What follows belongs to an exercise in optimizing a design on an open flow for small area, a short achievable clock period and few clock cycles per item; a production flow would make more cautious choices.
Function not checked in this run: the RTL went through the layout flow alone.
Power is estimated from default activity; no workload was simulated.

--- flow/config.mk ---
export PLATFORM = sky130hd
export DESIGN_NAME = fp_carpma
export DESIGN_NICKNAME = fp_carpma
export VERILOG_FILES = /design/flow/design.v
export SDC_FILE = /design/flow/constraint.sdc
export NUM_CORES = 4
export LEC_CHECK = 0
export ABC_AREA = 1
export CAP_MARGIN = 20
export CORE_MARGIN = 2
export CORE_UTILIZATION = 40
export SETUP_SLACK_MARGIN = 4.75
export SLEW_MARGIN = 20
--- flow/constraint.sdc ---
create_clock -name core_clock -period 10.0 [get_ports {clk_i}]
set_input_delay 2.0000 -clock core_clock [delete_from_list [all_inputs] [get_ports {clk_i}]]
set_output_delay 2.0000 -clock core_clock [all_outputs]
set_load 0.01 [all_outputs]
--- flow/design.v ---
module fp_carpma(
    input clk_i, rst_i, en_i,
    input [31:0] x1_i, x2_i,
    output [31:0] sonuc_o,
    output done_o
    );
  wire zero = ~|x1_i | ~|x2_i;
  wire [23:0] ma = {1'b1, x1_i[22:0]};
  wire [23:0] mb = {1'b1, x2_i[22:0]};
  reg [1:0] cnt_q;           
  reg [25:0] s_q, c_q;     
  reg cy_q;                  
  reg [7:0] e_q;
  reg sg_q;
  reg z_q;
  wire run = en_i & ~rst_i;
  wire hold = cnt_q[1];
  wire c0 = ~cnt_q[1] & ~cnt_q[0];
  wire c1 = cnt_q[0];
  wire [26:0] pa = {s_q, cy_q};
  wire [26:0] pb = {c_q, cy_q};
  wire [26:0] pg = pa & pb, pp = pa ^ pb;
  wire ag0_1 = pg[1] | (pp[1] & pg[0]);
  wire ap0_1 = pp[1] & pp[0];
  wire ag0_3 = pg[3] | (pp[3] & pg[2]);
  wire ap0_3 = pp[3] & pp[2];
  wire ag0_5 = pg[5] | (pp[5] & pg[4]);
  wire ap0_5 = pp[5] & pp[4];
  wire ag0_7 = pg[7] | (pp[7] & pg[6]);
  wire ap0_7 = pp[7] & pp[6];
  wire ag0_9 = pg[9] | (pp[9] & pg[8]);
  wire ap0_9 = pp[9] & pp[8];
  wire ag0_11 = pg[11] | (pp[11] & pg[10]);
  wire ap0_11 = pp[11] & pp[10];
  wire ag0_13 = pg[13] | (pp[13] & pg[12]);
  wire ap0_13 = pp[13] & pp[12];
  wire ag0_15 = pg[15] | (pp[15] & pg[14]);
  wire ap0_15 = pp[15] & pp[14];
  wire ag0_17 = pg[17] | (pp[17] & pg[16]);
  wire ap0_17 = pp[17] & pp[16];
  wire ag0_19 = pg[19] | (pp[19] & pg[18]);
  wire ap0_19 = pp[19] & pp[18];
  wire ag0_21 = pg[21] | (pp[21] & pg[20]);
  wire ap0_21 = pp[21] & pp[20];
  wire ag0_23 = pg[23] | (pp[23] & pg[22]);
  wire ap0_23 = pp[23] & pp[22];
  wire ag0_25 = pg[25] | (pp[25] & pg[24]);
  wire ap0_25 = pp[25] & pp[24];
  wire ag1_2 = pg[2] | (pp[2] & ag0_1);
  wire ap1_2 = pp[2] & ap0_1;
  wire ag1_3 = ag0_3 | (ap0_3 & ag0_1);
  wire ap1_3 = ap0_3 & ap0_1;
  wire ag1_6 = pg[6] | (pp[6] & ag0_5);
  wire ap1_6 = pp[6] & ap0_5;
  wire ag1_7 = ag0_7 | (ap0_7 & ag0_5);
  wire ap1_7 = ap0_7 & ap0_5;
  wire ag1_10 = pg[10] | (pp[10] & ag0_9);
  wire ap1_10 = pp[10] & ap0_9;
  wire ag1_11 = ag0_11 | (ap0_11 & ag0_9);
  wire ap1_11 = ap0_11 & ap0_9;
  wire ag1_14 = pg[14] | (pp[14] & ag0_13);
  wire ap1_14 = pp[14] & ap0_13;
  wire ag1_15 = ag0_15 | (ap0_15 & ag0_13);
  wire ap1_15 = ap0_15 & ap0_13;
  wire ag1_18 = pg[18] | (pp[18] & ag0_17);
  wire ap1_18 = pp[18] & ap0_17;
  wire ag1_19 = ag0_19 | (ap0_19 & ag0_17);
  wire ap1_19 = ap0_19 & ap0_17;
  wire ag1_22 = pg[22] | (pp[22] & ag0_21);
  wire ap1_22 = pp[22] & ap0_21;
  wire ag1_23 = ag0_23 | (ap0_23 & ag0_21);
  wire ap1_23 = ap0_23 & ap0_21;
  wire ag1_26 = pg[26] | (pp[26] & ag0_25);
  wire ap1_26 = pp[26] & ap0_25;
  wire ag2_4 = pg[4] | (pp[4] & ag1_3);
  wire ap2_4 = pp[4] & ap1_3;
  wire ag2_5 = ag0_5 | (ap0_5 & ag1_3);
  wire ap2_5 = ap0_5 & ap1_3;
  wire ag2_6 = ag1_6 | (ap1_6 & ag1_3);
  wire ap2_6 = ap1_6 & ap1_3;
  wire ag2_7 = ag1_7 | (ap1_7 & ag1_3);
  wire ap2_7 = ap1_7 & ap1_3;
  wire ag2_12 = pg[12] | (pp[12] & ag1_11);
  wire ap2_12 = pp[12] & ap1_11;
  wire ag2_13 = ag0_13 | (ap0_13 & ag1_11);
  wire ap2_13 = ap0_13 & ap1_11;
  wire ag2_14 = ag1_14 | (ap1_14 & ag1_11);
  wire ap2_14 = ap1_14 & ap1_11;
  wire ag2_15 = ag1_15 | (ap1_15 & ag1_11);
  wire ap2_15 = ap1_15 & ap1_11;
  wire ag2_20 = pg[20] | (pp[20] & ag1_19);
  wire ap2_20 = pp[20] & ap1_19;
  wire ag2_21 = ag0_21 | (ap0_21 & ag1_19);
  wire ap2_21 = ap0_21 & ap1_19;
  wire ag2_22 = ag1_22 | (ap1_22 & ag1_19);
  wire ap2_22 = ap1_22 & ap1_19;
  wire ag2_23 = ag1_23 | (ap1_23 & ag1_19);
  wire ap2_23 = ap1_23 & ap1_19;
  wire ag3_8 = pg[8] | (pp[8] & ag2_7);
  wire ap3_8 = pp[8] & ap2_7;
  wire ag3_9 = ag0_9 | (ap0_9 & ag2_7);
  wire ap3_9 = ap0_9 & ap2_7;
  wire ag3_10 = ag1_10 | (ap1_10 & ag2_7);
  wire ap3_10 = ap1_10 & ap2_7;
  wire ag3_11 = ag1_11 | (ap1_11 & ag2_7);
  wire ap3_11 = ap1_11 & ap2_7;
  wire ag3_12 = ag2_12 | (ap2_12 & ag2_7);
  wire ap3_12 = ap2_12 & ap2_7;
  wire ag3_13 = ag2_13 | (ap2_13 & ag2_7);
  wire ap3_13 = ap2_13 & ap2_7;
  wire ag3_14 = ag2_14 | (ap2_14 & ag2_7);
  wire ap3_14 = ap2_14 & ap2_7;
  wire ag3_15 = ag2_15 | (ap2_15 & ag2_7);
  wire ap3_15 = ap2_15 & ap2_7;
  wire ag3_24 = pg[24] | (pp[24] & ag2_23);
  wire ap3_24 = pp[24] & ap2_23;
  wire ag3_25 = ag0_25 | (ap0_25 & ag2_23);
  wire ap3_25 = ap0_25 & ap2_23;
  wire ag3_26 = ag1_26 | (ap1_26 & ag2_23);
  wire ap3_26 = ap1_26 & ap2_23;
  wire ag4_16 = pg[16] | (pp[16] & ag3_15);
  wire ap4_16 = pp[16] & ap3_15;
  wire ag4_17 = ag0_17 | (ap0_17 & ag3_15);
  wire ap4_17 = ap0_17 & ap3_15;
  wire ag4_18 = ag1_18 | (ap1_18 & ag3_15);
  wire ap4_18 = ap1_18 & ap3_15;
  wire ag4_19 = ag1_19 | (ap1_19 & ag3_15);
  wire ap4_19 = ap1_19 & ap3_15;
  wire ag4_20 = ag2_20 | (ap2_20 & ag3_15);
  wire ap4_20 = ap2_20 & ap3_15;
  wire ag4_21 = ag2_21 | (ap2_21 & ag3_15);
  wire ap4_21 = ap2_21 & ap3_15;
  wire ag4_22 = ag2_22 | (ap2_22 & ag3_15);
  wire ap4_22 = ap2_22 & ap3_15;
  wire ag4_23 = ag2_23 | (ap2_23 & ag3_15);
  wire ap4_23 = ap2_23 & ap3_15;
  wire ag4_24 = ag3_24 | (ap3_24 & ag3_15);
  wire ap4_24 = ap3_24 & ap3_15;
  wire ag4_25 = ag3_25 | (ap3_25 & ag3_15);
  wire ap4_25 = ap3_25 & ap3_15;
  wire ag4_26 = ag3_26 | (ap3_26 & ag3_15);
  wire ap4_26 = ap3_26 & ap3_15;
  wire [26:0] sm = pp ^ {ag4_25, ag4_24, ag4_23, ag4_22, ag4_21, ag4_20, ag4_19, ag4_18, ag4_17, ag4_16, ag3_15, ag3_14, ag3_13, ag3_12, ag3_11, ag3_10, ag3_9, ag3_8, ag2_7, ag2_6, ag2_5, ag2_4, ag1_3, ag1_2, ag0_1, pg[0], 1'b0};
  wire [26:0] r1 = sm;
  wire [24:0] ra = r1[26:2];
  wire [36:0] rin = ({12'd0, ra} & {37{c1}}) | ({ra, 12'd0} & {37{hold}});
  wire [12:0] lx = {mb[11:0], 1'b0};
  wire [12:0] hx = {mb[23:12], 1'b0};
  wire [5:0] ng, one, two;
  wire q11 = (mb[11] & c0) | (mb[23] & c1);
  genvar g;
  generate for (g = 0; g < 6; g = g + 1) begin : bd
    wire l0 = lx[2*g], l1 = lx[2*g+1], l2 = lx[2*g+2];
    wire h0 = hx[2*g], h1 = hx[2*g+1], h2 = hx[2*g+2];
    assign ng[g] = (l2 & c0) | (h2 & c1);
    assign one[g] = ((l1 ^ l0) & c0) | ((h1 ^ h0) & c1);
    assign two[g] = (((l2 & ~l1 & ~l0) | (~l2 & l1 & l0)) & c0) |
                    (((h2 & ~h1 & ~h0) | (~h2 & h1 & h0)) & c1);
  end endgenerate
  wire [24:0] bp0 = (({1'b0, ma} & {25{one[0]}}) | ({ma, 1'b0} & {25{two[0]}})) ^ {25{ng[0]}};
  wire [24:0] bp1 = (({1'b0, ma} & {25{one[1]}}) | ({ma, 1'b0} & {25{two[1]}})) ^ {25{ng[1]}};
  wire [24:0] bp2 = (({1'b0, ma} & {25{one[2]}}) | ({ma, 1'b0} & {25{two[2]}})) ^ {25{ng[2]}};
  wire [24:0] bp3 = (({1'b0, ma} & {25{one[3]}}) | ({ma, 1'b0} & {25{two[3]}})) ^ {25{ng[3]}};
  wire [24:0] bp4 = (({1'b0, ma} & {25{one[4]}}) | ({ma, 1'b0} & {25{two[4]}})) ^ {25{ng[4]}};
  wire [24:0] bp5 = (({1'b0, ma} & {25{one[5]}}) | ({ma, 1'b0} & {25{two[5]}})) ^ {25{ng[5]}};
  wire [23:0] pr = ma & {24{q11}};
  wire fs0 = rin[1] ^ ng[0] ^ bp0[0];
  wire fc0 = (rin[1] & ng[0]) | (rin[1] & bp0[0]) | (ng[0] & bp0[0]);
  wire fs1 = rin[3] ^ ng[1] ^ bp0[2];
  wire fc1 = (rin[3] & ng[1]) | (rin[3] & bp0[2]) | (ng[1] & bp0[2]);
  wire fs2 = rin[4] ^ bp0[3] ^ bp1[1];
  wire fc2 = (rin[4] & bp0[3]) | (rin[4] & bp1[1]) | (bp0[3] & bp1[1]);
  wire fs3 = rin[5] ^ ng[2] ^ bp0[4];
  wire fc3 = (rin[5] & ng[2]) | (rin[5] & bp0[4]) | (ng[2] & bp0[4]);
  wire fs4 = rin[6] ^ bp0[5] ^ bp1[3];
  wire fc4 = (rin[6] & bp0[5]) | (rin[6] & bp1[3]) | (bp0[5] & bp1[3]);
  wire fs5 = rin[7] ^ ng[3] ^ bp0[6];
  wire fc5 = (rin[7] & ng[3]) | (rin[7] & bp0[6]) | (ng[3] & bp0[6]);
  wire fs6 = bp1[4] ^ bp2[2] ^ bp3[0];
  wire fc6 = (bp1[4] & bp2[2]) | (bp1[4] & bp3[0]) | (bp2[2] & bp3[0]);
  wire fs7 = rin[8] ^ bp0[7] ^ bp1[5];
  wire fc7 = (rin[8] & bp0[7]) | (rin[8] & bp1[5]) | (bp0[7] & bp1[5]);
  wire fs8 = rin[9] ^ ng[4] ^ bp0[8];
  wire fc8 = (rin[9] & ng[4]) | (rin[9] & bp0[8]) | (ng[4] & bp0[8]);
  wire fs9 = bp1[6] ^ bp2[4] ^ bp3[2];
  wire fc9 = (bp1[6] & bp2[4]) | (bp1[6] & bp3[2]) | (bp2[4] & bp3[2]);
  wire fs10 = rin[10] ^ bp0[9] ^ bp1[7];
  wire fc10 = (rin[10] & bp0[9]) | (rin[10] & bp1[7]) | (bp0[9] & bp1[7]);
  wire fs11 = bp2[5] ^ bp3[3] ^ bp4[1];
  wire fc11 = (bp2[5] & bp3[3]) | (bp2[5] & bp4[1]) | (bp3[3] & bp4[1]);
  wire fs12 = rin[11] ^ ng[5] ^ bp0[10];
  wire fc12 = (rin[11] & ng[5]) | (rin[11] & bp0[10]) | (ng[5] & bp0[10]);
  wire fs13 = bp1[8] ^ bp2[6] ^ bp3[4];
  wire fc13 = (bp1[8] & bp2[6]) | (bp1[8] & bp3[4]) | (bp2[6] & bp3[4]);
  wire fs14 = rin[12] ^ bp0[11] ^ bp1[9];
  wire fc14 = (rin[12] & bp0[11]) | (rin[12] & bp1[9]) | (bp0[11] & bp1[9]);
  wire hs0 = bp2[7] ^ bp3[5];
  wire hc0 = bp2[7] & bp3[5];
  wire fs15 = rin[13] ^ pr[0] ^ bp0[12];
  wire fc15 = (rin[13] & pr[0]) | (rin[13] & bp0[12]) | (pr[0] & bp0[12]);
  wire fs16 = bp1[10] ^ bp2[8] ^ bp3[6];
  wire fc16 = (bp1[10] & bp2[8]) | (bp1[10] & bp3[6]) | (bp2[8] & bp3[6]);
  wire fs17 = rin[14] ^ pr[1] ^ bp0[13];
  wire fc17 = (rin[14] & pr[1]) | (rin[14] & bp0[13]) | (pr[1] & bp0[13]);
  wire fs18 = bp1[11] ^ bp2[9] ^ bp3[7];
  wire fc18 = (bp1[11] & bp2[9]) | (bp1[11] & bp3[7]) | (bp2[9] & bp3[7]);
  wire fs19 = rin[15] ^ pr[2] ^ bp0[14];
  wire fc19 = (rin[15] & pr[2]) | (rin[15] & bp0[14]) | (pr[2] & bp0[14]);
  wire fs20 = bp1[12] ^ bp2[10] ^ bp3[8];
  wire fc20 = (bp1[12] & bp2[10]) | (bp1[12] & bp3[8]) | (bp2[10] & bp3[8]);
  wire fs21 = rin[16] ^ pr[3] ^ bp0[15];
  wire fc21 = (rin[16] & pr[3]) | (rin[16] & bp0[15]) | (pr[3] & bp0[15]);
  wire fs22 = bp1[13] ^ bp2[11] ^ bp3[9];
  wire fc22 = (bp1[13] & bp2[11]) | (bp1[13] & bp3[9]) | (bp2[11] & bp3[9]);
  wire fs23 = rin[17] ^ pr[4] ^ bp0[16];
  wire fc23 = (rin[17] & pr[4]) | (rin[17] & bp0[16]) | (pr[4] & bp0[16]);
  wire fs24 = bp1[14] ^ bp2[12] ^ bp3[10];
  wire fc24 = (bp1[14] & bp2[12]) | (bp1[14] & bp3[10]) | (bp2[12] & bp3[10]);
  wire fs25 = rin[18] ^ pr[5] ^ bp0[17];
  wire fc25 = (rin[18] & pr[5]) | (rin[18] & bp0[17]) | (pr[5] & bp0[17]);
  wire fs26 = bp1[15] ^ bp2[13] ^ bp3[11];
  wire fc26 = (bp1[15] & bp2[13]) | (bp1[15] & bp3[11]) | (bp2[13] & bp3[11]);
  wire fs27 = rin[19] ^ pr[6] ^ bp0[18];
  wire fc27 = (rin[19] & pr[6]) | (rin[19] & bp0[18]) | (pr[6] & bp0[18]);
  wire fs28 = bp1[16] ^ bp2[14] ^ bp3[12];
  wire fc28 = (bp1[16] & bp2[14]) | (bp1[16] & bp3[12]) | (bp2[14] & bp3[12]);
  wire fs29 = rin[20] ^ pr[7] ^ bp0[19];
  wire fc29 = (rin[20] & pr[7]) | (rin[20] & bp0[19]) | (pr[7] & bp0[19]);
  wire fs30 = bp1[17] ^ bp2[15] ^ bp3[13];
  wire fc30 = (bp1[17] & bp2[15]) | (bp1[17] & bp3[13]) | (bp2[15] & bp3[13]);
  wire fs31 = rin[21] ^ pr[8] ^ bp0[20];
  wire fc31 = (rin[21] & pr[8]) | (rin[21] & bp0[20]) | (pr[8] & bp0[20]);
  wire fs32 = bp1[18] ^ bp2[16] ^ bp3[14];
  wire fc32 = (bp1[18] & bp2[16]) | (bp1[18] & bp3[14]) | (bp2[16] & bp3[14]);
  wire fs33 = rin[22] ^ pr[9] ^ bp0[21];
  wire fc33 = (rin[22] & pr[9]) | (rin[22] & bp0[21]) | (pr[9] & bp0[21]);
  wire fs34 = bp1[19] ^ bp2[17] ^ bp3[15];
  wire fc34 = (bp1[19] & bp2[17]) | (bp1[19] & bp3[15]) | (bp2[17] & bp3[15]);
  wire fs35 = rin[23] ^ pr[10] ^ bp0[22];
  wire fc35 = (rin[23] & pr[10]) | (rin[23] & bp0[22]) | (pr[10] & bp0[22]);
  wire fs36 = bp1[20] ^ bp2[18] ^ bp3[16];
  wire fc36 = (bp1[20] & bp2[18]) | (bp1[20] & bp3[16]) | (bp2[18] & bp3[16]);
  wire fs37 = rin[24] ^ pr[11] ^ bp0[23];
  wire fc37 = (rin[24] & pr[11]) | (rin[24] & bp0[23]) | (pr[11] & bp0[23]);
  wire fs38 = bp1[21] ^ bp2[19] ^ bp3[17];
  wire fc38 = (bp1[21] & bp2[19]) | (bp1[21] & bp3[17]) | (bp2[19] & bp3[17]);
  wire fs39 = rin[25] ^ pr[12] ^ bp0[24];
  wire fc39 = (rin[25] & pr[12]) | (rin[25] & bp0[24]) | (pr[12] & bp0[24]);
  wire fs40 = bp1[22] ^ bp2[20] ^ bp3[18];
  wire fc40 = (bp1[22] & bp2[20]) | (bp1[22] & bp3[18]) | (bp2[20] & bp3[18]);
  wire fs41 = 1'b1 ^ rin[26] ^ pr[13];
  wire fc41 = (1'b1 & rin[26]) | (1'b1 & pr[13]) | (rin[26] & pr[13]);
  wire fs42 = ~ng[0] ^ bp1[23] ^ bp2[21];
  wire fc42 = (~ng[0] & bp1[23]) | (~ng[0] & bp2[21]) | (bp1[23] & bp2[21]);
  wire hs1 = bp3[19] ^ bp4[17];
  wire hc1 = bp3[19] & bp4[17];
  wire fs43 = 1'b1 ^ rin[27] ^ pr[14];
  wire fc43 = (1'b1 & rin[27]) | (1'b1 & pr[14]) | (rin[27] & pr[14]);
  wire fs44 = bp1[24] ^ bp2[22] ^ bp3[20];
  wire fc44 = (bp1[24] & bp2[22]) | (bp1[24] & bp3[20]) | (bp2[22] & bp3[20]);
  wire hs2 = bp4[18] ^ bp5[16];
  wire hc2 = bp4[18] & bp5[16];
  wire fs45 = rin[28] ^ pr[15] ^ ~ng[1];
  wire fc45 = (rin[28] & pr[15]) | (rin[28] & ~ng[1]) | (pr[15] & ~ng[1]);
  wire fs46 = bp2[23] ^ bp3[21] ^ bp4[19];
  wire fc46 = (bp2[23] & bp3[21]) | (bp2[23] & bp4[19]) | (bp3[21] & bp4[19]);
  wire fs47 = 1'b1 ^ rin[29] ^ pr[16];
  wire fc47 = (1'b1 & rin[29]) | (1'b1 & pr[16]) | (rin[29] & pr[16]);
  wire hs3 = bp2[24] ^ bp3[22];
  wire hc3 = bp2[24] & bp3[22];
  wire fs48 = rin[30] ^ pr[17] ^ ~ng[2];
  wire fc48 = (rin[30] & pr[17]) | (rin[30] & ~ng[2]) | (pr[17] & ~ng[2]);
  wire hs4 = 1'b1 ^ rin[31];
  wire hc4 = 1'b1 & rin[31];
  wire fs49 = rin[2] ^ bp0[1] ^ fc0;
  wire fc49 = (rin[2] & bp0[1]) | (rin[2] & fc0) | (bp0[1] & fc0);
  wire fs50 = bp1[2] ^ bp2[0] ^ fc2;
  wire fc50 = (bp1[2] & bp2[0]) | (bp1[2] & fc2) | (bp2[0] & fc2);
  wire fs51 = bp2[1] ^ fc3 ^ fs4;
  wire fc51 = (bp2[1] & fc3) | (bp2[1] & fs4) | (fc3 & fs4);
  wire fs52 = fc4 ^ fs5 ^ fs6;
  wire fc52 = (fc4 & fs5) | (fc4 & fs6) | (fs5 & fs6);
  wire fs53 = bp2[3] ^ bp3[1] ^ fc5;
  wire fc53 = (bp2[3] & bp3[1]) | (bp2[3] & fc5) | (bp3[1] & fc5);
  wire fs54 = bp4[0] ^ fc7 ^ fs8;
  wire fc54 = (bp4[0] & fc7) | (bp4[0] & fs8) | (fc7 & fs8);
  wire fs55 = fc8 ^ fc9 ^ fs10;
  wire fc55 = (fc8 & fc9) | (fc8 & fs10) | (fc9 & fs10);
  wire fs56 = bp4[2] ^ bp5[0] ^ fc10;
  wire fc56 = (bp4[2] & bp5[0]) | (bp4[2] & fc10) | (bp5[0] & fc10);
  wire hs5 = fc11 ^ fs12;
  wire hc5 = fc11 & fs12;
  wire fs57 = bp4[3] ^ bp5[1] ^ hs0;
  wire fc57 = (bp4[3] & bp5[1]) | (bp4[3] & hs0) | (bp5[1] & hs0);
  wire fs58 = fc12 ^ fc13 ^ fs14;
  wire fc58 = (fc12 & fc13) | (fc12 & fs14) | (fc13 & fs14);
  wire fs59 = bp4[4] ^ bp5[2] ^ hc0;
  wire fc59 = (bp4[4] & bp5[2]) | (bp4[4] & hc0) | (bp5[2] & hc0);
  wire fs60 = fc14 ^ fs15 ^ fs16;
  wire fc60 = (fc14 & fs15) | (fc14 & fs16) | (fs15 & fs16);
  wire fs61 = bp4[5] ^ bp5[3] ^ fc15;
  wire fc61 = (bp4[5] & bp5[3]) | (bp4[5] & fc15) | (bp5[3] & fc15);
  wire fs62 = fc16 ^ fs17 ^ fs18;
  wire fc62 = (fc16 & fs17) | (fc16 & fs18) | (fs17 & fs18);
  wire fs63 = bp4[6] ^ bp5[4] ^ fc17;
  wire fc63 = (bp4[6] & bp5[4]) | (bp4[6] & fc17) | (bp5[4] & fc17);
  wire fs64 = fc18 ^ fs19 ^ fs20;
  wire fc64 = (fc18 & fs19) | (fc18 & fs20) | (fs19 & fs20);
  wire fs65 = bp4[7] ^ bp5[5] ^ fc19;
  wire fc65 = (bp4[7] & bp5[5]) | (bp4[7] & fc19) | (bp5[5] & fc19);
  wire fs66 = fc20 ^ fs21 ^ fs22;
  wire fc66 = (fc20 & fs21) | (fc20 & fs22) | (fs21 & fs22);
  wire fs67 = bp4[8] ^ bp5[6] ^ fc21;
  wire fc67 = (bp4[8] & bp5[6]) | (bp4[8] & fc21) | (bp5[6] & fc21);
  wire fs68 = fc22 ^ fs23 ^ fs24;
  wire fc68 = (fc22 & fs23) | (fc22 & fs24) | (fs23 & fs24);
  wire fs69 = bp4[9] ^ bp5[7] ^ fc23;
  wire fc69 = (bp4[9] & bp5[7]) | (bp4[9] & fc23) | (bp5[7] & fc23);
  wire fs70 = fc24 ^ fs25 ^ fs26;
  wire fc70 = (fc24 & fs25) | (fc24 & fs26) | (fs25 & fs26);
  wire fs71 = bp4[10] ^ bp5[8] ^ fc25;
  wire fc71 = (bp4[10] & bp5[8]) | (bp4[10] & fc25) | (bp5[8] & fc25);
  wire fs72 = fc26 ^ fs27 ^ fs28;
  wire fc72 = (fc26 & fs27) | (fc26 & fs28) | (fs27 & fs28);
  wire fs73 = bp4[11] ^ bp5[9] ^ fc27;
  wire fc73 = (bp4[11] & bp5[9]) | (bp4[11] & fc27) | (bp5[9] & fc27);
  wire fs74 = fc28 ^ fs29 ^ fs30;
  wire fc74 = (fc28 & fs29) | (fc28 & fs30) | (fs29 & fs30);
  wire fs75 = bp4[12] ^ bp5[10] ^ fc29;
  wire fc75 = (bp4[12] & bp5[10]) | (bp4[12] & fc29) | (bp5[10] & fc29);
  wire fs76 = fc30 ^ fs31 ^ fs32;
  wire fc76 = (fc30 & fs31) | (fc30 & fs32) | (fs31 & fs32);
  wire fs77 = bp4[13] ^ bp5[11] ^ fc31;
  wire fc77 = (bp4[13] & bp5[11]) | (bp4[13] & fc31) | (bp5[11] & fc31);
  wire fs78 = fc32 ^ fs33 ^ fs34;
  wire fc78 = (fc32 & fs33) | (fc32 & fs34) | (fs33 & fs34);
  wire fs79 = bp4[14] ^ bp5[12] ^ fc33;
  wire fc79 = (bp4[14] & bp5[12]) | (bp4[14] & fc33) | (bp5[12] & fc33);
  wire fs80 = fc34 ^ fs35 ^ fs36;
  wire fc80 = (fc34 & fs35) | (fc34 & fs36) | (fs35 & fs36);
  wire fs81 = bp4[15] ^ bp5[13] ^ fc35;
  wire fc81 = (bp4[15] & bp5[13]) | (bp4[15] & fc35) | (bp5[13] & fc35);
  wire fs82 = fc36 ^ fs37 ^ fs38;
  wire fc82 = (fc36 & fs37) | (fc36 & fs38) | (fs37 & fs38);
  wire fs83 = bp4[16] ^ bp5[14] ^ fc37;
  wire fc83 = (bp4[16] & bp5[14]) | (bp4[16] & fc37) | (bp5[14] & fc37);
  wire fs84 = fc38 ^ fs39 ^ fs40;
  wire fc84 = (fc38 & fs39) | (fc38 & fs40) | (fs39 & fs40);
  wire fs85 = bp5[15] ^ fs41 ^ hs1;
  wire fc85 = (bp5[15] & fs41) | (bp5[15] & hs1) | (fs41 & hs1);
  wire fs86 = fc39 ^ fc40 ^ fs42;
  wire fc86 = (fc39 & fc40) | (fc39 & fs42) | (fc40 & fs42);
  wire fs87 = fc41 ^ hc1 ^ fs43;
  wire fc87 = (fc41 & hc1) | (fc41 & fs43) | (hc1 & fs43);
  wire fs88 = hs2 ^ fc42 ^ fs44;
  wire fc88 = (hs2 & fc42) | (hs2 & fs44) | (fc42 & fs44);
  wire fs89 = bp5[17] ^ fc43 ^ hc2;
  wire fc89 = (bp5[17] & fc43) | (bp5[17] & hc2) | (fc43 & hc2);
  wire fs90 = fs45 ^ fc44 ^ fs46;
  wire fc90 = (fs45 & fc44) | (fs45 & fs46) | (fc44 & fs46);
  wire fs91 = bp4[20] ^ bp5[18] ^ fc45;
  wire fc91 = (bp4[20] & bp5[18]) | (bp4[20] & fc45) | (bp5[18] & fc45);
  wire fs92 = fs47 ^ hs3 ^ fc46;
  wire fc92 = (fs47 & hs3) | (fs47 & fc46) | (hs3 & fc46);
  wire fs93 = bp3[23] ^ bp4[21] ^ bp5[19];
  wire fc93 = (bp3[23] & bp4[21]) | (bp3[23] & bp5[19]) | (bp4[21] & bp5[19]);
  wire fs94 = fc47 ^ hc3 ^ fs48;
  wire fc94 = (fc47 & hc3) | (fc47 & fs48) | (hc3 & fs48);
  wire fs95 = hs4 ^ pr[18] ^ bp3[24];
  wire fc95 = (hs4 & pr[18]) | (hs4 & bp3[24]) | (pr[18] & bp3[24]);
  wire fs96 = bp4[22] ^ bp5[20] ^ fc48;
  wire fc96 = (bp4[22] & bp5[20]) | (bp4[22] & fc48) | (bp5[20] & fc48);
  wire fs97 = rin[32] ^ hc4 ^ pr[19];
  wire fc97 = (rin[32] & hc4) | (rin[32] & pr[19]) | (hc4 & pr[19]);
  wire fs98 = ~ng[3] ^ bp4[23] ^ bp5[21];
  wire fc98 = (~ng[3] & bp4[23]) | (~ng[3] & bp5[21]) | (bp4[23] & bp5[21]);
  wire fs99 = 1'b1 ^ rin[33] ^ pr[20];
  wire fc99 = (1'b1 & rin[33]) | (1'b1 & pr[20]) | (rin[33] & pr[20]);
  wire hs6 = bp4[24] ^ bp5[22];
  wire hc6 = bp4[24] & bp5[22];
  wire fs100 = rin[34] ^ pr[21] ^ ~ng[4];
  wire fc100 = (rin[34] & pr[21]) | (rin[34] & ~ng[4]) | (pr[21] & ~ng[4]);
  wire hs7 = 1'b1 ^ rin[35];
  wire hc7 = 1'b1 & rin[35];
  wire fs101 = bp1[0] ^ fs1 ^ fc49;
  wire fc101 = (bp1[0] & fs1) | (bp1[0] & fc49) | (fs1 & fc49);
  wire fs102 = fc6 ^ fs7 ^ fc52;
  wire fc102 = (fc6 & fs7) | (fc6 & fc52) | (fs7 & fc52);
  wire fs103 = fs9 ^ fc53 ^ fs54;
  wire fc103 = (fs9 & fc53) | (fs9 & fs54) | (fc53 & fs54);
  wire fs104 = fs11 ^ fc54 ^ fs55;
  wire fc104 = (fs11 & fc54) | (fs11 & fs55) | (fc54 & fs55);
  wire fs105 = fs13 ^ hs5 ^ fc55;
  wire fc105 = (fs13 & hs5) | (fs13 & fc55) | (hs5 & fc55);
  wire fs106 = hc5 ^ fs57 ^ fc56;
  wire fc106 = (hc5 & fs57) | (hc5 & fc56) | (fs57 & fc56);
  wire fs107 = fc57 ^ fs59 ^ fc58;
  wire fc107 = (fc57 & fs59) | (fc57 & fc58) | (fs59 & fc58);
  wire fs108 = fc59 ^ fc60 ^ fs61;
  wire fc108 = (fc59 & fc60) | (fc59 & fs61) | (fc60 & fs61);
  wire fs109 = fc61 ^ fc62 ^ fs63;
  wire fc109 = (fc61 & fc62) | (fc61 & fs63) | (fc62 & fs63);
  wire fs110 = fc63 ^ fc64 ^ fs65;
  wire fc110 = (fc63 & fc64) | (fc63 & fs65) | (fc64 & fs65);
  wire fs111 = fc65 ^ fc66 ^ fs67;
  wire fc111 = (fc65 & fc66) | (fc65 & fs67) | (fc66 & fs67);
  wire fs112 = fc67 ^ fc68 ^ fs69;
  wire fc112 = (fc67 & fc68) | (fc67 & fs69) | (fc68 & fs69);
  wire fs113 = fc69 ^ fc70 ^ fs71;
  wire fc113 = (fc69 & fc70) | (fc69 & fs71) | (fc70 & fs71);
  wire fs114 = fc71 ^ fc72 ^ fs73;
  wire fc114 = (fc71 & fc72) | (fc71 & fs73) | (fc72 & fs73);
  wire fs115 = fc73 ^ fc74 ^ fs75;
  wire fc115 = (fc73 & fc74) | (fc73 & fs75) | (fc74 & fs75);
  wire fs116 = fc75 ^ fc76 ^ fs77;
  wire fc116 = (fc75 & fc76) | (fc75 & fs77) | (fc76 & fs77);
  wire fs117 = fc77 ^ fc78 ^ fs79;
  wire fc117 = (fc77 & fc78) | (fc77 & fs79) | (fc78 & fs79);
  wire fs118 = fc79 ^ fc80 ^ fs81;
  wire fc118 = (fc79 & fc80) | (fc79 & fs81) | (fc80 & fs81);
  wire fs119 = fc81 ^ fc82 ^ fs83;
  wire fc119 = (fc81 & fc82) | (fc81 & fs83) | (fc82 & fs83);
  wire fs120 = fs85 ^ fc83 ^ fc84;
  wire fc120 = (fs85 & fc83) | (fs85 & fc84) | (fc83 & fc84);
  wire fs121 = fc85 ^ fs87 ^ fc86;
  wire fc121 = (fc85 & fs87) | (fc85 & fc86) | (fs87 & fc86);
  wire fs122 = fc87 ^ fs89 ^ fc88;
  wire fc122 = (fc87 & fs89) | (fc87 & fc88) | (fs89 & fc88);
  wire fs123 = fc89 ^ fs91 ^ fc90;
  wire fc123 = (fc89 & fs91) | (fc89 & fc90) | (fs91 & fc90);
  wire fs124 = fs93 ^ fc91 ^ fs94;
  wire fc124 = (fs93 & fc91) | (fs93 & fs94) | (fc91 & fs94);
  wire fs125 = fc93 ^ fs95 ^ fc94;
  wire fc125 = (fc93 & fs95) | (fc93 & fc94) | (fs95 & fc94);
  wire fs126 = fs97 ^ fc95 ^ fs98;
  wire fc126 = (fs97 & fc95) | (fs97 & fs98) | (fc95 & fs98);
  wire fs127 = fc97 ^ fs99 ^ hs6;
  wire fc127 = (fc97 & fs99) | (fc97 & hs6) | (fs99 & hs6);
  wire fs128 = bp5[23] ^ fc99 ^ hc6;
  wire fc128 = (bp5[23] & fc99) | (bp5[23] & hc6) | (fc99 & hc6);
  wire fs129 = hs7 ^ pr[22] ^ bp5[24];
  wire fc129 = (hs7 & pr[22]) | (hs7 & bp5[24]) | (pr[22] & bp5[24]);
  wire fs130 = rin[36] ^ hc7 ^ pr[23];
  wire fc130 = (rin[36] & hc7) | (rin[36] & pr[23]) | (hc7 & pr[23]);
  wire fs131 = fc1 ^ fs2 ^ fc101;
  wire fc131 = (fc1 & fs2) | (fc1 & fc101) | (fs2 & fc101);
  wire hs8 = fs3 ^ fs50;
  wire hc8 = fs3 & fs50;
  wire hs9 = fc50 ^ fs51;
  wire hc9 = fc50 & fs51;
  wire hs10 = fc51 ^ fs52;
  wire hc10 = fc51 & fs52;
  wire hs11 = fs53 ^ fs102;
  wire hc11 = fs53 & fs102;
  wire hs12 = fc102 ^ fs103;
  wire hc12 = fc102 & fs103;
  wire hs13 = fc103 ^ fs104;
  wire hc13 = fc103 & fs104;
  wire fs132 = fs56 ^ fc104 ^ fs105;
  wire fc132 = (fs56 & fc104) | (fs56 & fs105) | (fc104 & fs105);
  wire fs133 = fs58 ^ fc105 ^ fs106;
  wire fc133 = (fs58 & fc105) | (fs58 & fs106) | (fc105 & fs106);
  wire fs134 = fs60 ^ fc106 ^ fs107;
  wire fc134 = (fs60 & fc106) | (fs60 & fs107) | (fc106 & fs107);
  wire fs135 = fs62 ^ fc107 ^ fs108;
  wire fc135 = (fs62 & fc107) | (fs62 & fs108) | (fc107 & fs108);
  wire fs136 = fs64 ^ fc108 ^ fs109;
  wire fc136 = (fs64 & fc108) | (fs64 & fs109) | (fc108 & fs109);
  wire fs137 = fs66 ^ fc109 ^ fs110;
  wire fc137 = (fs66 & fc109) | (fs66 & fs110) | (fc109 & fs110);
  wire fs138 = fs68 ^ fc110 ^ fs111;
  wire fc138 = (fs68 & fc110) | (fs68 & fs111) | (fc110 & fs111);
  wire fs139 = fs70 ^ fc111 ^ fs112;
  wire fc139 = (fs70 & fc111) | (fs70 & fs112) | (fc111 & fs112);
  wire fs140 = fs72 ^ fc112 ^ fs113;
  wire fc140 = (fs72 & fc112) | (fs72 & fs113) | (fc112 & fs113);
  wire fs141 = fs74 ^ fc113 ^ fs114;
  wire fc141 = (fs74 & fc113) | (fs74 & fs114) | (fc113 & fs114);
  wire fs142 = fs76 ^ fc114 ^ fs115;
  wire fc142 = (fs76 & fc114) | (fs76 & fs115) | (fc114 & fs115);
  wire fs143 = fs78 ^ fc115 ^ fs116;
  wire fc143 = (fs78 & fc115) | (fs78 & fs116) | (fc115 & fs116);
  wire fs144 = fs80 ^ fc116 ^ fs117;
  wire fc144 = (fs80 & fc116) | (fs80 & fs117) | (fc116 & fs117);
  wire fs145 = fs82 ^ fc117 ^ fs118;
  wire fc145 = (fs82 & fc117) | (fs82 & fs118) | (fc117 & fs118);
  wire fs146 = fs84 ^ fc118 ^ fs119;
  wire fc146 = (fs84 & fc118) | (fs84 & fs119) | (fc118 & fs119);
  wire fs147 = fs86 ^ fc119 ^ fs120;
  wire fc147 = (fs86 & fc119) | (fs86 & fs120) | (fc119 & fs120);
  wire fs148 = fs88 ^ fc120 ^ fs121;
  wire fc148 = (fs88 & fc120) | (fs88 & fs121) | (fc120 & fs121);
  wire fs149 = fs90 ^ fc121 ^ fs122;
  wire fc149 = (fs90 & fc121) | (fs90 & fs122) | (fc121 & fs122);
  wire fs150 = fs92 ^ fc122 ^ fs123;
  wire fc150 = (fs92 & fc122) | (fs92 & fs123) | (fc122 & fs123);
  wire fs151 = fc92 ^ fs124 ^ fc123;
  wire fc151 = (fc92 & fs124) | (fc92 & fc123) | (fs124 & fc123);
  wire fs152 = fs96 ^ fc124 ^ fs125;
  wire fc152 = (fs96 & fc124) | (fs96 & fs125) | (fc124 & fs125);
  wire fs153 = fc96 ^ fs126 ^ fc125;
  wire fc153 = (fc96 & fs126) | (fc96 & fc125) | (fs126 & fc125);
  wire fs154 = fc98 ^ fs127 ^ fc126;
  wire fc154 = (fc98 & fs127) | (fc98 & fc126) | (fs127 & fc126);
  wire fs155 = fs100 ^ fc127 ^ fs128;
  wire fc155 = (fs100 & fc127) | (fs100 & fs128) | (fc127 & fs128);
  wire fs156 = fc100 ^ fs129 ^ fc128;
  wire fc156 = (fc100 & fs129) | (fc100 & fc128) | (fs129 & fc128);
  wire fs157 = ~ng[5] ^ fs130 ^ fc129;
  wire fc157 = (~ng[5] & fs130) | (~ng[5] & fc129) | (fs130 & fc129);
  wire [36:0] ts = {fs157, fc155, fs155, fs154, fc152, fs152, fc150, fc149, fc148, fc147, fc146, fc145, fc144, fc143, fc142, fc141, fc140, fc139, fc138, fc137, fc136, fc135, fc134, fc133, fc132, hc13, hc12, hc11, hc10, hc9, hc8, hs8, fs131, fs101, fs49, fs0, rin[0]};
  wire [36:0] tc = {fc156, fs156, fc154, fc153, fs153, fc151, fs151, fs150, fs149, fs148, fs147, fs146, fs145, fs144, fs143, fs142, fs141, fs140, fs139, fs138, fs137, fs136, fs135, fs134, fs133, fs132, hs13, hs12, hs11, hs10, hs9, fc131, 1'b0, 1'b0, 1'b0, 1'b0, 1'b0};
  wire [11:0] lo_sum = ts[10:0] + tc[10:0];
  always @(posedge clk_i) begin
    cnt_q <= run ? (hold ? cnt_q : cnt_q + 2'd1) : 2'd0;
    s_q <= ts[36:11];
    c_q <= tc[36:11];
    cy_q <= lo_sum[11];
    e_q <= x1_i[30:23] + x2_i[30:23] + 8'd129;
    sg_q <= x1_i[31] ^ x2_i[31];
    z_q <= zero;
  end
  wire [22:0] man = ra[24] ? ra[23:1] : ra[22:0];
  wire [7:0] e_inc = e_q + 8'd1;
  wire [7:0] e = ra[24] ? e_inc : e_q;
  assign sonuc_o = {sg_q, e, man} & {32{~z_q}};
  assign done_o = hold;
endmodule
--- flow/flow/run.sh ---
#!/bin/bash
set -uo pipefail
export BUFFER_PORTS_ARGS="-buffer_cell sky130_fd_sc_hd__buf_1"
export SYNTH_ARGS="-noabc"
bash standard.sh > flow.log 2>&1
--- flow/standard.sh ---
#!/bin/bash
# synth_recipe.tcl (not shown) runs the flow's synth.tcl, then flattens the netlist and writes it again
# the make line also repeats each setting of config.mk as NAME=value (left out here)
make -C /OpenROAD-flow-scripts/flow DESIGN_CONFIG=/design/flow/config.mk WORK_HOME=/design/flow/orfs CLKGATE_MAP_FILE= SYNTH_SCRIPT=/design/flow/synth_recipe.tcl "${@:-finish}"
==> summary.txt <==
==> state kept, by name, indices dropped and copies added, names as in the netlist <==
name   flops
c_q       26
cnt_q      2
cy_q       1
e_q        8
s_q       26
sg_q       1
z_q        1
==> placed cells by master (no fill, tap or decap), types with 10 or more instances in the layout <==
cell / count
a21oi_1: 50
buf_1: 90
buf_4: 47
clkbuf_16: 10
clkinvlp_4: 20
dfxtp_1: 64
fa_1: 149
ha_1: 61
inv_1: 128
nand2_1: 161
nand2_2: 18
nand2_4: 11
nand3_1: 25
nor2_1: 80
nor4_1: 13
o21ai_0: 19
o21ai_1: 16
o22ai_1: 129
xor2_1: 160
==> critical path, delay by kind of cell <==
family	cells	cell delay, ns
xor+xnor	1	0.17
compound gates	3	0.47
buf+inv	2	0.29
simple gates	6	0.49
fa+ha+maj	5	2.01
==> how the worst max path moves through the flow <==
stage                 to  slack [ns]  cells after the start
floorplan           cy_q        4.75                     18
global placement    cy_q        4.01                     17
detailed placement  cy_q        3.93                     17
CTS                 cy_q        4.75                     18
global route        cy_q        4.57                     19
finish              cy_q        4.79                     17
==> logic make-up (layout without fill, tap and decap cells) <==
group | Yosys count | count (layout)
compound gates | 243 | 243
xor+xnor | 169 | 169
fa+ha+maj | 217 | 217
buf+inv | 229 | 327
flops | 65 | 65
simple gates | 340 | 340
==> power by group <==
part           total, mW  switching, mW  internal (mW)
logic               4.11           2.53           1.58
registers          0.491         0.0515          0.440
clock network      0.306          0.124          0.182
==> final cells by class <==
type | instances | area [um^2] | area share, %
Multi-Input combinational cell | 969 | 8590 | 70.7
Timing Repair Buffer | 153 | 881 | 7.25
Sequential cell | 65 | 1300 | 10.7
Timing Repair inverter | 8 | 60.1 | 0.494
Clock buffer | 13 | 260 | 2.14
Clock inverter | 3 | 23.8 | 0.196
Tap cell | 335 | 419 | 3.45
Inverter | 150 | 608 | 5.01
==> routing by layer <==
| layer | GRT usage, % | routed length (um) | up-vias |
|---|---|---|---|
| met1 | 34.2 | 14800 | 4465 |
| met2 | 35.5 | 14500 | 481 |
| met5 | 0 | 0 | - |
| met4 | 5.86 | 808 | 0 |
| met3 | 4.43 | 2990 | 63 |
| li1 | - | - | 4327 |
==> repair_timing <==
item / 4_1_cts / 5_1_grt
gates cloned: 8 / 1
resized for setup: 35 / 85
hold buffers: 0 / 0
setup buffers: 17 / 23
pin swaps: 8 / 34
setup endpoints to repair: 3 / 39
==> impl_metrics.tcl <==
set metrics [dict create \
    synth_xor_area_share_pct 14.1 \
    htree_levels 3 \
    overflow 0 \
    whs_ns 0.664 \
    power.density_nw_per_um2 404 \
    period_needed_ns 5.21 \
    grt_usage_pct 23.3 \
    grt_max_degree 36 \
    timing.rr.start "cnt_q[1]" \
    start_kind "primary input" \
    synth.most_common_cell "nand2_1" \
    r2r-end "cy_q" \
    finClkSkew_ns 0.0110 \
    antenna_found_initial 0 \
    wire_per_inst_um 19.5 \
    design_area_um2 12100 \
    yosysSeqAreaShare_pct 12.4 \
    p_leak_nw 5.55 \
    gp_congestion 0.890 \
    dieArea_um2 27500 \
    async_flop_share_pct 0 \
    min_path_cells 2 \
    final.setup.tns_ns 0 \
    fill_cells 2541 \
    synth.mux.area_fraction_pct 0 \
    maxCapViolCount 0 \
    utilization_pct 46.9 \
    synth_area_leaders "fa_1 (29%), xor2_1 (14%), dfxtp_1 (12%)" \
    yosys_warnings 1 \
    critPathKind "in2reg" \
    io_pins 100 \
    synthAdderAreaFrac_pct 36.9 \
    finalNonFillerCells 1696 \
    fin_total_pwr_mw 4.91 \
    grt_pass1_wl_um 50400 \
    worstHoldEndpoint "s_q[25]" \
    dpl_worst_slack_ns 3.93 \
    ant_nets 0 \
    synth_edf_count 0 \
    reg2reg_depth 15 \
    setup_viol 0 \
    cts_tree "built" \
    syn_inst 1263 \
    synth_compound_gate_area_share_pct 13.9 \
    rsz0062_at_grt "true" \
    synth_common_cells "nand2_1 (178), xor2_1 (165), fa_1 (153)" \
    antennaDiodeCount 0 \
    syn_area_per_cell_um2 8.30 \
    cts_num_sinks 65 \
    crit_required_ns 10.23 \
    rrSetupSlack_ns 5.17 \
    clockRootBuffer "clkbuf_16" \
    fp.dieW_um 166 \
    crit_chain "buf_12 > nor2_2 > a21oi_1 > nand3_1 > nand2_4 > clkinvlp_4 > o22ai_4 > xor2_2 > fa_1 > fa_1 > fa_1 > ha_4 > ha_4 > nand2_4 > nor2_4 > a211oi_2 > nand2_1" \
    dp.cells 1631 \
    dp_hpwl_um 24500 \
    clock_latency_ns 0.35 \
    drc 0 \
    die_h_um 166 \
    areaGrowthSynthToFinish_pct 15.9 \
    outcome "timing/DRC/antenna clean" \
    coreArea_um2 25900 \
    slew_headroom_pct 46.2 \
    hold_viol_final 0 \
    rows 59 \
    hold_class "reg2reg" \
    syn-cell-area_um2 10500 \
    maxClockFrequency_mhz 192 \
    synthFlopType "dfxtp_1" \
    worstMarginPinSlew_ns 0.806 \
    drt-total-wl_um 33100 \
    ys_types 40 \
    slowest_stage "fa_1" \
    finalCritPeriodShare_pct 52.1 \
    drive_gt1_share_pct 12.9 \
    slew_viol_final 0 \
    dpl_cell_area_um2 11100 \
    port_buffers 99 \
    yosys_register_bits 65 \
    critPathMaxStageDelay_ns 0.58 \
    clk_path_buf_depth 2 \
    cts_made_buffers 9 \
    fin_ws_ns 4.79 \
    path_max_fanout 6 \
    ir_worst_vdd_v 0.000383 \
    initial_core_util_pct 40.4 \
    vias 9336 \
    drtPass1Iterations 6 \
    drt_iter0_drc 1072 \
    hold_start "cnt_q[1]" \
    synth_simple_gate_area_share_pct 14.0 \
    yosys.area.top_type_share_pct 29.2 \
    finalNetCount 1640 \
    clk_pin_slew_worst_paths_ns 0.06 \
    critPathCaptureType "flip-flop" \
    avgViaCountPerCell 5.50 \
    synth_fp_nets 1547 \
    cp_common_cell "fa_1" \
    grt_pass1_vias 8915 \
    synth_top_family_by_area "adder cells" \
    yosys.area.top_type "fa_1" \
    arrival_ns 5.44 \
    startpoint "x2_i[1]" \
]

## afterwards: timing with drivers on the ports
In the flow no input, the clock included, has a driving cell. The finished layout below was timed again as built, in two steps. Step 1 sets driving cells, clkbuf_16 on the clock port and buf_2 on the other inputs (assumed; they add their load-dependent delay and slew). Step 2, shift: input delay + t, output delay - t, t = (earliest + latest rising clock arrival at the registers) / 2. This alone moves slack from input paths to output paths. Slacks: ideal / step 1 / step 2; pairs: ideal / step 1.
shift t [ns]: 0.394
setup WS [ns]: 4.795 / 4.780 / 4.387
worst hold slack (ns): 0.664 / 0.664 / 0.664
worst setup path after step 2: input to register
cell pins on the clock port's net: 1
After both steps this run still meets setup and hold. For this run, drivers alone change the setup slack by -0.015 ns; drivers and shift together by -0.408 ns.
